Background: an optimization exercise with open tools, aiming at small area and a short achievable clock period. Do not read the settings as production practice. Function was checked by simulation only, so behaviour that the tests miss may differ from the original. Power is estimated from default activity; no workload was simulated.

`flow/flow/run.sh`:
```
#!/bin/bash
# Layout flow: the standard flow, except that synthesis leaves half and
# full adders to abc as plain logic (no ADDER_MAP_FILE) instead of
# extracting them into adder cells.
set -euo pipefail
bash standard.sh ADDER_MAP_FILE= finish > make_finish.log 2>&1
```
`flow/standard.sh`:
```
#!/bin/bash
# synth_recipe.tcl (not shown) runs the flow's synth.tcl, then flattens the netlist and writes it again
# the make line also repeats each setting of config.mk as NAME=value (left out here)
make -C /OpenROAD-flow-scripts/flow DESIGN_CONFIG=/design/flow/config.mk WORK_HOME=/design/flow/orfs CLKGATE_MAP_FILE= SYNTH_SCRIPT=/design/flow/synth_recipe.tcl "${@:-finish}"
```
`flow/config.mk`:
```
export PLATFORM = sky130hd
export DESIGN_NAME = decode
export DESIGN_NICKNAME = decode
export VERILOG_FILES = /design/flow/design.v
export SDC_FILE = /design/flow/constraint.sdc
export NUM_CORES = 4
export LEC_CHECK = 0
export ABC_AREA = 1
export ABC_CLOCK_PERIOD_IN_PS = 2500
export CAP_MARGIN = 20
export CORE_MARGIN = 2
export CORE_UTILIZATION = 65
export PLACE_DENSITY = 0.75
export SETUP_SLACK_MARGIN = 3.6
export SLEW_MARGIN = 20
```
`flow/constraint.sdc`:
```
create_clock -name core_clock -period 6.0 [get_ports {clk}]
set_input_delay 1.2000 -clock core_clock [delete_from_list [all_inputs] [get_ports {clk}]]
set_output_delay 1.2000 -clock core_clock [all_outputs]
set_load 0.01 [all_outputs]
```
`flow/design.v`:
```
module decode(
	clk,
	rst_n,
	data_in,
	data_out
	);
	input clk;
	input rst_n;
	input [1:0] data_in;	 
	output reg data_out;
	reg [4:0] m;
	reg [3:0] dec;
	reg [5:0] p0, p1, p2, p3;
	reg [15:0] lf;
	reg old;	 
	wire clr = (lf == 16'h1a00);
	wire [15:0] lf_nx = {lf[14:0], lf[15]^lf[13]^lf[12]^lf[10]^clr};
	wire [6:0] q0 = {dec[0] ? p2 : p0, dec[0]};
	wire [6:0] q1 = {dec[1] ? p2 : p0, dec[1]};
	wire [6:0] q2 = {dec[2] ? p3 : p1, dec[2]};
	wire [6:0] q3 = {dec[3] ? p3 : p1, dec[3]};
	reg [8:0] tn0, tn1, tn2, tn3;
	always @(*) begin
		case (m)
			5'd0: begin tn0 = {5'd4, 4'b1010}; tn1 = {5'd7, 4'b1000}; tn2 = {5'd7, 4'b0100}; tn3 = {5'd4, 4'b1001}; end
			5'd4: begin tn0 = {5'd8, 4'b0010}; tn1 = {5'd9, 4'b1000}; tn2 = {5'd11, 4'b0100}; tn3 = {5'd28, 4'b0001}; end
			5'd7: begin tn0 = {5'd28, 4'b1110}; tn1 = {5'd11, 4'b1011}; tn2 = {5'd9, 4'b0111}; tn3 = {5'd8, 4'b1101}; end
			5'd8: begin tn0 = {5'd24, 4'b1010}; tn1 = {5'd0, 4'b1000}; tn2 = {5'd0, 4'b0100}; tn3 = {5'd16, 4'b1001}; end
			5'd9: begin tn0 = {5'd16, 4'b1010}; tn1 = {5'd0, 4'b1011}; tn2 = {5'd0, 4'b0111}; tn3 = {5'd24, 4'b1001}; end
			5'd11: begin tn0 = {5'd0, 4'b1110}; tn1 = {5'd3, 4'b1000}; tn2 = {5'd19, 4'b0100}; tn3 = {5'd0, 4'b1101}; end
			5'd28: begin tn0 = {5'd0, 4'b0010}; tn1 = {5'd19, 4'b1000}; tn2 = {5'd3, 4'b0100}; tn3 = {5'd0, 4'b0001}; end
			5'd24: begin tn0 = {5'd13, 4'b0000}; tn1 = {5'd6, 4'b1000}; tn2 = {5'd12, 4'b0100}; tn3 = {5'd20, 4'b0000}; end
			5'd16: begin tn0 = {5'd5, 4'b0010}; tn1 = {5'd21, 4'b1000}; tn2 = {5'd29, 4'b0000}; tn3 = {5'd2, 4'b0001}; end
			5'd3: begin tn0 = {5'd2, 4'b1110}; tn1 = {5'd29, 4'b1011}; tn2 = {5'd21, 4'b1111}; tn3 = {5'd5, 4'b1101}; end
			5'd19: begin tn0 = {5'd20, 4'b1110}; tn1 = {5'd12, 4'b1011}; tn2 = {5'd6, 4'b0111}; tn3 = {5'd13, 4'b1101}; end
			5'd13: begin tn0 = {5'd30, 4'b1000}; tn1 = {5'd4, 4'b1000}; tn2 = {5'd4, 4'b0100}; tn3 = {5'd14, 4'b1000}; end
			5'd6: begin tn0 = {5'd4, 4'b0010}; tn1 = {5'd9, 4'b1000}; tn2 = {5'd11, 4'b0100}; tn3 = {5'd4, 4'b0001}; end
			5'd12: begin tn0 = {5'd8, 4'b1010}; tn1 = {5'd7, 4'b1000}; tn2 = {5'd7, 4'b0100}; tn3 = {5'd28, 4'b1001}; end
			5'd20: begin tn0 = {5'd7, 4'b0010}; tn1 = {5'd31, 4'b1000}; tn2 = {5'd15, 4'b0000}; tn3 = {5'd7, 4'b0001}; end
			5'd5: begin tn0 = {5'd4, 4'b1110}; tn1 = {5'd11, 4'b1000}; tn2 = {5'd9, 4'b0100}; tn3 = {5'd4, 4'b1101}; end
			5'd21: begin tn0 = {5'd14, 4'b1010}; tn1 = {5'd4, 4'b1011}; tn2 = {5'd4, 4'b0111}; tn3 = {5'd30, 4'b1001}; end
			5'd29: begin tn0 = {5'd7, 4'b1110}; tn1 = {5'd15, 4'b1000}; tn2 = {5'd31, 4'b1100}; tn3 = {5'd7, 4'b1101}; end
			5'd2: begin tn0 = {5'd28, 4'b1010}; tn1 = {5'd7, 4'b1011}; tn2 = {5'd7, 4'b0111}; tn3 = {5'd8, 4'b1001}; end
			5'd30: begin tn0 = {5'd30, 4'b0000}; tn1 = {5'd10, 4'b1000}; tn2 = {5'd26, 4'b0100}; tn3 = {5'd14, 4'b0000}; end
			5'd14: begin tn0 = {5'd1, 4'b0010}; tn1 = {5'd31, 4'b0000}; tn2 = {5'd15, 4'b0000}; tn3 = {5'd23, 4'b0001}; end
			5'd31: begin tn0 = {5'd14, 4'b1111}; tn1 = {5'd26, 4'b1011}; tn2 = {5'd10, 4'b0111}; tn3 = {5'd30, 4'b1111}; end
			5'd15: begin tn0 = {5'd23, 4'b1110}; tn1 = {5'd15, 4'b1111}; tn2 = {5'd31, 4'b1111}; tn3 = {5'd1, 4'b1101}; end
			5'd10: begin tn0 = {5'd8, 4'b0010}; tn1 = {5'd27, 4'b1000}; tn2 = {5'd17, 4'b0000}; tn3 = {5'd28, 4'b0001}; end
			5'd26: begin tn0 = {5'd18, 4'b0000}; tn1 = {5'd9, 4'b1000}; tn2 = {5'd11, 4'b0100}; tn3 = {5'd22, 4'b0000}; end
			5'd1: begin tn0 = {5'd28, 4'b1110}; tn1 = {5'd17, 4'b1011}; tn2 = {5'd27, 4'b1111}; tn3 = {5'd8, 4'b1101}; end
			5'd23: begin tn0 = {5'd22, 4'b1110}; tn1 = {5'd11, 4'b1011}; tn2 = {5'd9, 4'b0111}; tn3 = {5'd18, 4'b1101}; end
			5'd27: begin tn0 = {5'd16, 4'b0010}; tn1 = {5'd6, 4'b1011}; tn2 = {5'd12, 4'b0111}; tn3 = {5'd24, 4'b0001}; end
			5'd17: begin tn0 = {5'd5, 4'b1110}; tn1 = {5'd3, 4'b1000}; tn2 = {5'd19, 4'b0100}; tn3 = {5'd2, 4'b1101}; end
			5'd18: begin tn0 = {5'd24, 4'b1110}; tn1 = {5'd12, 4'b1000}; tn2 = {5'd6, 4'b0100}; tn3 = {5'd16, 4'b1101}; end
			5'd22: begin tn0 = {5'd2, 4'b0010}; tn1 = {5'd19, 4'b1011}; tn2 = {5'd3, 4'b0111}; tn3 = {5'd5, 4'b0001}; end
			default: begin tn0 = {5'd0, 4'b0000}; tn1 = tn0; tn2 = tn0; tn3 = tn0; end
		endcase
	end
	reg [8:0] tn;
	always @(*)
		case (data_in)
			2'd0: tn = tn0;
			2'd1: tn = tn1;
			2'd2: tn = tn2;
			default: tn = tn3;
		endcase
	wire [4:0] mn = tn[8:4];
	wire [3:0] dn = tn[3:0];
	reg [7:0] sl;
	always @(*) begin
		case (m)
			5'd0: sl = {2'd2, 2'd3, 2'd1, 2'd0};
			5'd4: sl = {2'd0, 2'd1, 2'd1, 2'd0};
			5'd7: sl = {2'd2, 2'd3, 2'd3, 2'd2};
			5'd8: sl = {2'd0, 2'd0, 2'd0, 2'd0};
			5'd9: sl = {2'd2, 2'd2, 2'd2, 2'd2};
			5'd11: sl = {2'd2, 2'd3, 2'd3, 2'd0};
			5'd28: sl = {2'd2, 2'd1, 2'd1, 2'd0};
			5'd24: sl = {2'd0, 2'd0, 2'd0, 2'd0};
			5'd16: sl = {2'd0, 2'd1, 2'd1, 2'd0};
			5'd3: sl = {2'd2, 2'd3, 2'd3, 2'd2};
			5'd19: sl = {2'd2, 2'd2, 2'd2, 2'd2};
			5'd13: sl = {2'd0, 2'd0, 2'd0, 2'd0};
			5'd6: sl = {2'd2, 2'd1, 2'd1, 2'd0};
			5'd12: sl = {2'd0, 2'd3, 2'd1, 2'd0};
			5'd20: sl = {2'd1, 2'd1, 2'd1, 2'd1};
			5'd5: sl = {2'd2, 2'd3, 2'd3, 2'd0};
			5'd21: sl = {2'd2, 2'd2, 2'd2, 2'd2};
			5'd29: sl = {2'd3, 2'd3, 2'd3, 2'd3};
			5'd2: sl = {2'd2, 2'd3, 2'd1, 2'd2};
			5'd30: sl = {2'd0, 2'd0, 2'd0, 2'd0};
			5'd14: sl = {2'd1, 2'd1, 2'd1, 2'd1};
			5'd31: sl = {2'd2, 2'd2, 2'd2, 2'd2};
			5'd15: sl = {2'd3, 2'd3, 2'd3, 2'd3};
			5'd10: sl = {2'd0, 2'd1, 2'd1, 2'd0};
			5'd26: sl = {2'd0, 2'd1, 2'd1, 2'd0};
			5'd1: sl = {2'd2, 2'd3, 2'd3, 2'd2};
			5'd23: sl = {2'd2, 2'd3, 2'd3, 2'd2};
			5'd27: sl = {2'd2, 2'd2, 2'd2, 2'd2};
			5'd17: sl = {2'd0, 2'd3, 2'd3, 2'd0};
			5'd18: sl = {2'd0, 2'd0, 2'd0, 2'd0};
			5'd22: sl = {2'd2, 2'd1, 2'd1, 2'd2};
			default: sl = 8'd0;
		endcase
	end
	wire [3:0] b8 = {q3[6], q2[6], q1[6], q0[6]};
	wire [3:0] cand = {b8[sl[7:6]], b8[sl[5:4]], b8[sl[3:2]], b8[sl[1:0]]};
	always @(posedge clk or negedge rst_n)
		if (!rst_n) begin
			lf <= 16'h3400;
			old <= 1'b0;
			m <= 5'd0;
			data_out <= 1'b0;
		end else begin
			lf <= lf_nx;
			old <= ~clr & (old | lf[7]);
			m <= clr ? 5'd0 : mn;
			data_out <= ~clr & old & cand[data_in];
		end
	always @(posedge clk) begin
		dec <= dn;
		p0 <= q0[5:0];
		p1 <= q1[5:0];
		p2 <= q2[5:0];
		p3 <= q3[5:0];
	end
endmodule
```
==> results_dict.tcl <==
set metrics [dict create \
    status "timing/DRC/antenna clean" \
    grt_pass1_wl_mm 12.4 \
    worstPathArrival_ps 2540 \
    yosysWarnings 1 \
    io_pins 5 \
    p_int_uw 846 \
    die_x_um 69.2 \
    ant_nets 0 \
    mostFrequentLayoutCell "nand2_1" \
    path_cells "clkdlybuf4s50_1, nor2_2, nor2_2, nand3_1, nand3_1, nand2_1, nor2_1" \
    power_switching_uw 933 \
    rows 23 \
    slew_viol_final 0 \
    h-tree-depth 2 \
    path_clk_slew_ps 90 \
    drive_above_1_share_pct 8.21 \
    finalHoldViolCount 0 \
    setup_violations 0 \
    final.setup_skew_ps 7.80 \
    relSlewSlack_pct 59.6 \
    cts-root-buf "clkbuf_8" \
    ir_drop_mv 0.434 \
    synth_cell_types 34 \
    numCtsBuffers 5 \
    grt-ovfl-total 0 \
    grt_max_degree 30 \
    cts_hold_buf 0 \
    critPathCaptureType "flop" \
    area_growth_pct 5.48 \
    antenna_found_initial 0 \
    port_buffers 4 \
    worstMarginPinSlew_ps 606 \
    design.core.area_sq_um 4060 \
    clock_path_buffers 2 \
    drt-total-wl_mm 7.53 \
    critPathMaxStageDelay_ps 540 \
    critPathLaunchType "input port" \
    fmax_mhz 423 \
    clock-sinks 51 \
    synth_cells 404 \
    gp_congestion 1.01 \
    critPathLaunch "data_in[1]" \
    synth_seq_cells 51 \
    r2r_end "m[3]" \
    final_cell_mix "nand2_1, o21ai_0, nor2_1" \
    stdcell_area_sq_um 2920 \
    post-place-ws_ps 3200 \
    syn_area_sq_um 2770 \
    die_area_sq_um 4790 \
    grtUsageTotal_pct 32.6 \
    grt_pass1_vias 2706 \
    p_seq_share_pct 32.6 \
    synth-seq-area-share_pct 41.2 \
    drc 0 \
    start_util_pct 68.1 \
    design.final.nets 405 \
    rr_worst_depth 8 \
    drt_iter0_drc 494 \
    switching_share_pct 52.5 \
    post-route-min-period_ps 2360 \
    cpMaxStageDelayCell "clkdlybuf4s50_1" \
    crit_fanout 8 \
    placed_cell_area_sq_um 2800 \
    timing.rr.start "m[2]" \
    synthArstFlopShare_pct 45.1 \
    cp.required_ps 6180 \
    hpwl_mm 5.36 \
    p_leak_uw 0.00137 \
    die_h_um 69.2 \
    cts_tree "built" \
    synth_edf_count 0 \
    hold_path_class "reg -> reg" \
    syn_area_per_cell_sq_um 6.84 \
    fin_ws_ps 3640 \
    vias_per_cell 6.19 \
    clockPowerShare_pct 11.8 \
    wl_per_cell_um 16.7 \
    antennaDiodeCount 0 \
    critical_path_class "in -> reg" \
    clock_latency_ps 310 \
    reg2reg_slack_ps 3830 \
    fin_setup_tns_ps 0 \
    worstSetupEndpoint "m[2]" \
    dr.pass1.iters 7 \
    synth_nets 408 \
    finalCritPeriodShare_pct 39.4 \
    vias 2797 \
    combPwrFrac_pct 55.6 \
    synthFlopType "dfxtp_1" \
    rsz0062_at_grt "true" \
    powerDensity_nw_per_um2 610 \
    drv_cap 0 \
]
==> critical path, delay by kind of cell <==
family        cells  cell delay, ps
buf+inv           1             540
simple gates      6             810
==> cell type report <==
class	instances	area, sq um
sequential	51	1140
tap	50	62.6
timing repair buffer	6	52.6
clock buffer	6	82.6
multi-input combinational	294	1400
inverter	43	165
fill	314	1140
clock inverter	2	16.3
==> flip-flops by register name, summed over array words and instances (netlist names) <==
register,count
old,1
m,5
lf,16
data_out,1
p0,6
p3,6
p2,6
dec,4
p1,6
==> cells in the mapped netlist, types with 4 or more instances <==
master    instances  share of area (%)
nand2_1         105                 14
o21ai_0          51                9.2
nor2_1           46                6.2
inv_1            40                5.4
nand3_1          30                5.4
dfxtp_1          28                 20
dfrtp_1          20                 18
a21oi_1          17                3.1
clkbuf_1          9                1.2
a31oi_1           6                1.4
nor3_1            5               0.90
o21ai_1           4               0.72
==> repair_timing <==
| item | CTS | global route |
|---|---|---|
| resized for setup | 2 | 8 |
| setup buffers | 0 | 0 |
| endpoints found under the setup margin | 5 | 11 |
==> layer usage <==
| layer | part of all wire (%) | vias to the layer above | GRT usage, % |
|---|---|---|---|
| met5 | 0 | - | 0 |
| met4 | 2.3 | 0 | 11.1 |
| met3 | 12 | 28 | 13.1 |
| met2 | 45 | 195 | 50.7 |
| met1 | 41 | 1255 | 41.4 |
| li1 | - | 1319 | - |
==> power groups by stage <==
stage          sequential (uW)  combinational [uW]  clock [uW]
2_1_floorplan              501                 785           0
3_3_place_gp               577                 938           0
3_5_place_dp               580                 928           0
4_1_cts                    575                 934         209
5_1_grt                    595                1100         225
6_report                   580                 989         210
==> worst min path at each step <==
stage | end | cells past startpoint | slack (ps) | from
4_1_cts | lf[4] | 0 | 380 | lf[3]
5_1_grt | lf[13] | 0 | 390 | lf[12]
2_1_floorplan | lf[9] | 0 | 350 | lf[8]
3_3_place_gp | lf[15] | 0 | 360 | lf[14]
6_report | lf[4] | 0 | 380 | lf[3]
3_5_place_dp | lf[5] | 0 | 370 | lf[4]
==> cell families after synthesis <==
logic type | count (synthesis) | synth area share, %
buffers and inverters | 59 | 8.82
AOI/OAI and AO/OA | 92 | 18.4
DFF | 51 | 41.2
and+or+nand+nor | 199 | 30.6
xor gates and xnor gates | 3 | 0.950
==> stage by stage <==
step / utilization, % / hold WS [ps] / std cells / power [uW]
after floorplan: - / 354 / 404 / 1290
after global placement: 69.0 / 357 / 444 / 1510
after detailed placement: 69.0 / 367 / 444 / 1510
after CTS: 71.6 / 382 / 452 / 1720
after global routing: 71.9 / 388 / 452 / 1920
final: 71.9 / 381 / 452 / 1780

-- what the ideal ports hide --
In the flow no input, the clock included, has a driving cell. The finished layout below was timed again as built, in two steps.
Step 1: set_driving_cell puts a clkbuf_16 on clk and a buf_2 on each other input, an assumption about the parent block.
Step 2 adds t to the input delays and takes it off the output delays; t is the mean of the earliest and latest rising clock arrival at the registers after step 1. Input paths then give back, and output paths get back, about the clock's delay inside the block.
Three values: ideal, step 1, step 2; two values: the first two.
t (ns): 0.338
slack for setup (ns): 3.636 / 3.651 / 3.313
worst setup path after step 2: input to register
latest minus earliest clock arrival (ns): 0.008 / 0.008
worst data-port slew with drivers (ns): 0.04
After both steps this run still meets setup and hold. The setup slack of this run moves by +0.015 ns with the drivers and by -0.323 ns with both steps.
